From an optimization exercise on the open Yosys and OpenROAD flow, aimed at small area, a short achievable clock period and few clock cycles; shortcuts taken in it are not production practice.
RTL that was checked went through simulation tests only; none was proved equivalent to the original.
No activity file was given, so power comes from the tool's default toggle rates.

before:
// MyDesign
module MyDesign (
    input  wire        dut_run,
    output reg         dut_busy,
    input  wire        reset_b,
    input  wire        clk,
    output wire        input_sram_write_enable,
    output wire [11:0] input_sram_write_addresss,
    output wire [15:0] input_sram_write_data,
    output wire [11:0] input_sram_read_address,
    input  wire [15:0] input_sram_read_data,
    output reg         output_sram_write_enable,
    output wire [11:0] output_sram_write_addresss,
    output wire [15:0] output_sram_write_data,
    output wire [11:0] output_sram_read_address,
    input  wire [15:0] output_sram_read_data,
    output wire        scratchpad_sram_write_enable,
    output wire [11:0] scratchpad_sram_write_addresss,
    output wire [15:0] scratchpad_sram_write_data,
    output wire [11:0] scratchpad_sram_read_address,
    input  wire [15:0] scratchpad_sram_read_data,
    output wire        weights_sram_write_enable,
    output wire [11:0] weights_sram_write_addresss,
    output wire [15:0] weights_sram_write_data,
    output wire [11:0] weights_sram_read_address,
    input  wire [15:0] weights_sram_read_data
);
For scale: ~2800 cells after synthesis, ~440 flip-flops, about 230 I/O pins.
==> flow/config.mk <==
export PLATFORM = sky130hd
export DESIGN_NAME = MyDesign
export DESIGN_NICKNAME = MyDesign
export VERILOG_FILES = /design/flow/design.v
export SDC_FILE = /design/flow/constraint.sdc
export NUM_CORES = 4
export LEC_CHECK = 0
export ABC_AREA = 1
export CAP_MARGIN = 20
export CORE_MARGIN = 2
export CORE_UTILIZATION = 55
export CTS_BUF_LIST = sky130_fd_sc_hd__clkbuf_8 sky130_fd_sc_hd__clkbuf_16
export CTS_CLUSTER_DIAMETER = 80
export CTS_CLUSTER_SIZE = 30
export SLEW_MARGIN = 20
export SYNTH_HIERARCHICAL = 1
export SYNTH_MINIMUM_KEEP_SIZE = 0
==> flow/constraint.sdc <==
create_clock -name core_clock -period 11.0 [get_ports {clk}]
set_input_delay 2.2000 -clock core_clock [delete_from_list [all_inputs] [get_ports {clk}]]
set_output_delay 2.2000 -clock core_clock [all_outputs]
set_load 0.01 [all_outputs]
standard.sh (not shown) runs the stock make flow with config.mk's settings and CLKGATE_MAP_FILE= SYNTH_SCRIPT=/design/flow/synth_recipe.tcl, a recipe that flattens the netlist after the stock synthesis.
==> flow/flow/run.sh <==
#!/bin/bash
# Layout: the standard ORFS flow (standard.sh, unchanged synthesis),
# with repair_timing asked to keep a setup margin of 7.6 ns on the design's
# 11 ns clock, and the port buffers made as buf_2 cells.
# Each ORFS step writes its full log under orfs/logs; make's output goes to
# standard.log.
set -o pipefail
bash standard.sh SETUP_SLACK_MARGIN=7.6 "BUFFER_PORTS_ARGS=-buffer_cell sky130_fd_sc_hd__buf_2" finish > standard.log 2>&1
For after, these inputs were changed with respect to before:
--- a/flow/design.v
+++ b/flow/design.v
@@ -89,57 +89,39 @@
     if (ld && q == 5'd4) kr[63:48] <= {weights_sram_read_data[7:0], weights_sram_read_data[15:8]};
     if (ld && q == 5'd5) kr[71:64] <= weights_sram_read_data[15:8];
     if (sw) begin
       kr[23:0] <= kr[71:48];
       kr[71:48] <= kr[23:0];
     end
   end
   reg [15:0] x0, x1, x2, x3, x4, x5;
   reg [7:0]  x6;
-  reg [17:0] ph;    
+  reg [8:0] ph;    
   always @(posedge clk) begin
     x0 <= input_sram_read_data;
     if (sw) begin
       x1 <= x3; x2 <= x0; x3 <= x1;
     end else begin
       x1 <= x0; x2 <= x1; x3 <= x2;
     end
     x4 <= x3; x5 <= x4;
     x6 <= x5[7:0];
-    ph <= {18{start}} | ~ph;
+    ph <= {9{start}} | ~ph;
   end
-  wire [7:0] pa0 = x5[15:8];
-  wire [7:0] pb0 = x6[7:0];
-  wire [7:0] px0 = {ph[1] ? pa0[7:4] : pb0[7:4], ph[0] ? pa0[3:0] : pb0[3:0]};
-  wire [7:0] pa1 = x5[7:0];
-  wire [7:0] pb1 = x5[15:8];
-  wire [7:0] px1 = {ph[3] ? pa1[7:4] : pb1[7:4], ph[2] ? pa1[3:0] : pb1[3:0]};
-  wire [7:0] pa2 = x4[15:8];
-  wire [7:0] pb2 = x5[7:0];
-  wire [7:0] px2 = {ph[5] ? pa2[7:4] : pb2[7:4], ph[4] ? pa2[3:0] : pb2[3:0]};
-  wire [7:0] pa3 = x3[15:8];
-  wire [7:0] pb3 = x4[7:0];
-  wire [7:0] px3 = {ph[7] ? pa3[7:4] : pb3[7:4], ph[6] ? pa3[3:0] : pb3[3:0]};
-  wire [7:0] pa4 = x3[7:0];
-  wire [7:0] pb4 = x3[15:8];
-  wire [7:0] px4 = {ph[9] ? pa4[7:4] : pb4[7:4], ph[8] ? pa4[3:0] : pb4[3:0]};
-  wire [7:0] pa5 = x2[15:8];
-  wire [7:0] pb5 = x3[7:0];
-  wire [7:0] px5 = {ph[11] ? pa5[7:4] : pb5[7:4], ph[10] ? pa5[3:0] : pb5[3:0]};
-  wire [7:0] pa6 = x1[15:8];
-  wire [7:0] pb6 = x2[7:0];
-  wire [7:0] px6 = {ph[13] ? pa6[7:4] : pb6[7:4], ph[12] ? pa6[3:0] : pb6[3:0]};
-  wire [7:0] pa7 = x1[7:0];
-  wire [7:0] pb7 = x1[15:8];
-  wire [7:0] px7 = {ph[15] ? pa7[7:4] : pb7[7:4], ph[14] ? pa7[3:0] : pb7[3:0]};
-  wire [7:0] pa8 = x0[15:8];
-  wire [7:0] pb8 = x1[7:0];
-  wire [7:0] px8 = {ph[17] ? pa8[7:4] : pb8[7:4], ph[16] ? pa8[3:0] : pb8[3:0]};
+  wire [7:0] px0 = ph[0] ? x5[15:8] : x6[7:0];
+  wire [7:0] px1 = ph[1] ? x5[7:0] : x5[15:8];
+  wire [7:0] px2 = ph[2] ? x4[15:8] : x5[7:0];
+  wire [7:0] px3 = ph[3] ? x3[15:8] : x4[7:0];
+  wire [7:0] px4 = ph[4] ? x3[7:0] : x3[15:8];
+  wire [7:0] px5 = ph[5] ? x2[15:8] : x3[7:0];
+  wire [7:0] px6 = ph[6] ? x1[15:8] : x2[7:0];
+  wire [7:0] px7 = ph[7] ? x1[7:0] : x1[15:8];
+  wire [7:0] px8 = ph[8] ? x0[15:8] : x1[7:0];
   wire [11:0] kd0 = booth(kr[7:0]);
   wire [11:0] kd1 = booth(kr[15:8]);
   wire [11:0] kd2 = booth(kr[23:16]);
   wire [11:0] kd3 = booth(kr[31:24]);
   wire [11:0] kd4 = booth(kr[39:32]);
   wire [11:0] kd5 = booth(kr[47:40]);
   wire [11:0] kd6 = booth(kr[55:48]);
   wire [11:0] kd7 = booth(kr[63:56]);
   wire [11:0] kd8 = booth(kr[71:64]);
==> results.txt <==
Looking at the reports, after completed the entire flow and the layout it produced met the timing, design-rule and antenna checks.
Looking at global router's overall resource usage, after sits 0.80 points lower than before does.
Against before, power in after rose slightly.
Cmp after vs before: area growth from synthesis to layout higher in after
Summary of after over before: worst reg-to-reg setup slack has decreased, wire length of the first global-routing pass shrank by 2.6%.
Maximum frequency: after worse than before
Sort after and before by share of total power in combinational logic, ascending, and before comes first.
after vs. before: met3 layer usage reported by global route went up by 0.58 points.
Looking at final clock period utilization by the worst path, after sits 0.43 points higher than before does.
Final area (after over before): decrease, 120 µm²
Testbench counts of after, summed over its fixed seeds: cycles 13,944.
The RTL of before was laid out without a check of its function.


MyDesign, a different RTL version from the one above (not shown whole).
Size in the first run: about 230 I/O pins, roughly 28000 µm² of cells after synthesis.
==> flow/config.mk <==
export PLATFORM = sky130hd
export DESIGN_NAME = MyDesign
export DESIGN_NICKNAME = MyDesign
export VERILOG_FILES = /design/flow/design.v
export SDC_FILE = /design/flow/constraint.sdc
export NUM_CORES = 4
export LEC_CHECK = 0
export ABC_AREA = 1
export CAP_MARGIN = 20
export CORE_MARGIN = 2
export CORE_UTILIZATION = 65
export CTS_BUF_LIST = sky130_fd_sc_hd__clkbuf_8 sky130_fd_sc_hd__clkbuf_16
export CTS_CLUSTER_DIAMETER = 80
export CTS_CLUSTER_SIZE = 30
export SLEW_MARGIN = 20
export SYNTH_HIERARCHICAL = 1
export SYNTH_MINIMUM_KEEP_SIZE = 0
==> flow/constraint.sdc <==
create_clock -name core_clock -period 11.0 [get_ports {clk}]
set_input_delay 2.2000 -clock core_clock [delete_from_list [all_inputs] [get_ports {clk}]]
set_output_delay 2.2000 -clock core_clock [all_outputs]
set_load 0.01 [all_outputs]
Scripts as last shown in full above: flow/flow/run.sh
==> next run, changes <==
--- a/flow/design.v
+++ b/flow/design.v
@@ -1541,49 +1541,49 @@
     r894 <= s859;
     r895 <= c860;
     r896 <= c826;
   end
   wire [6:0] y = acc[18] ? 7'd0 : (|acc[17:7]) ? 7'd127 : acc[6:0];
   reg [6:0] wd_lo, wd_hi;
   always @(posedge clk) begin
     wd_lo <= y;
     wd_hi <= wd_lo;
   end
   assign output_sram_write_data = {1'b0, wd_hi, 1'b0, wd_lo};
   reg [4:0] vf;
-  reg [6:0] oa;      
-  reg       odn;     
-  reg [6:0] waddr_o;
-  reg       last;
+  reg [6:0] waddr_o;   
+  reg       odn;       
+  reg       ofirst;    
+  wire      last = output_sram_write_enable & (waddr_o == 7'd97);
   always @(posedge clk) begin
     if (~reset_b) begin
       busy <= 1'b0;
       dut_busy <= 1'b0;
       vf <= 0;
       output_sram_write_enable <= 1'b0;
     end else begin
       vf <= {vf[3:0], rd & q[0] & (q[4:2] != 3'd0)};
       output_sram_write_enable <= vf[4];
       busy <= (~busy & runi) | (busy & ~last);
       dut_busy <= (~dut_busy & runi) | (dut_busy & ~last);
     end
-    last <= vf[4] & (oa == 7'd97);
     if (start) begin
-      oa <= 7'd0;
+      ofirst <= 1'b1;
       odn <= 1'b0;
     end else if (vf[4]) begin
-      waddr_o <= oa;
-      if (~odn) begin
-        if (oa >= 7'd91) begin oa <= oa + 7'd1; odn <= 1'b1; end
-        else oa <= oa + 7'd7;
+      ofirst <= 1'b0;
+      if (ofirst) waddr_o <= 7'd0;
+      else if (~odn) begin
+        if (waddr_o >= 7'd91) begin waddr_o <= waddr_o + 7'd1; odn <= 1'b1; end
+        else waddr_o <= waddr_o + 7'd7;
       end else begin
-        if (oa <= 7'd6) begin oa <= oa + 7'd1; odn <= 1'b0; end
-        else oa <= oa - 7'd7;
+        if (waddr_o <= 7'd6) begin waddr_o <= waddr_o + 7'd1; odn <= 1'b0; end
+        else waddr_o <= waddr_o - 7'd7;
       end
     end
   end
   assign output_sram_write_addresss = {5'b0, waddr_o};
 endmodule
 module fa (input wire a, input wire b, input wire c, output wire s, output wire co);
   assign s = a ^ b ^ c;
   assign co = (a & b) | (a & c) | (b & c);
 endmodule
Result: The changed run finished with timing, DRC and antenna clean. Synthesized cell count decreases by 0.64%. Hold slack barely changes. Global-route usage rose by 0.39 points. Power hardly moves. Die area is lower by 0.57%.
Testbench counts after the change, summed over its fixed seeds: cycles 13,944.
Only the layout flow was run in the first run of this note; the RTL was not checked for function there.

-- separate check: timing with driven ports --
No port has a modelled driver above. Below, the same layouts with a new extraction and two added sets of constraints.
Step 1, drivers: a clkbuf_16 drives clk and a buf_2 each remaining input, both assumed.
Step 2, shift: input delay + t, output delay - t, t = (earliest + latest rising clock arrival at the registers) / 2. This alone moves slack from input paths to output paths.
a / b / c = no drivers / after step 1 / after step 2; a / b = the first two.
run | t, ns | setup slack, ns | latest minus earliest clock arrival (ns)
before | 0.656 | 7.604 / 7.542 / 7.468 | 0.030 / 0.030
after | 0.643 | 7.556 / 7.497 / 7.263 | 0.035 / 0.035
the first run of note 2 | 0.639 | 7.589 / 7.589 / 7.175 | 0.030 / 0.030
the second run of note 2 | 0.639 | 7.546 / 7.546 / 7.229 | 0.033 / 0.033
After both steps every run listed still meets setup and hold. For the first run of note 2, which loses most, drivers alone change the setup slack by 0.000 ns; drivers and shift together by -0.414 ns.
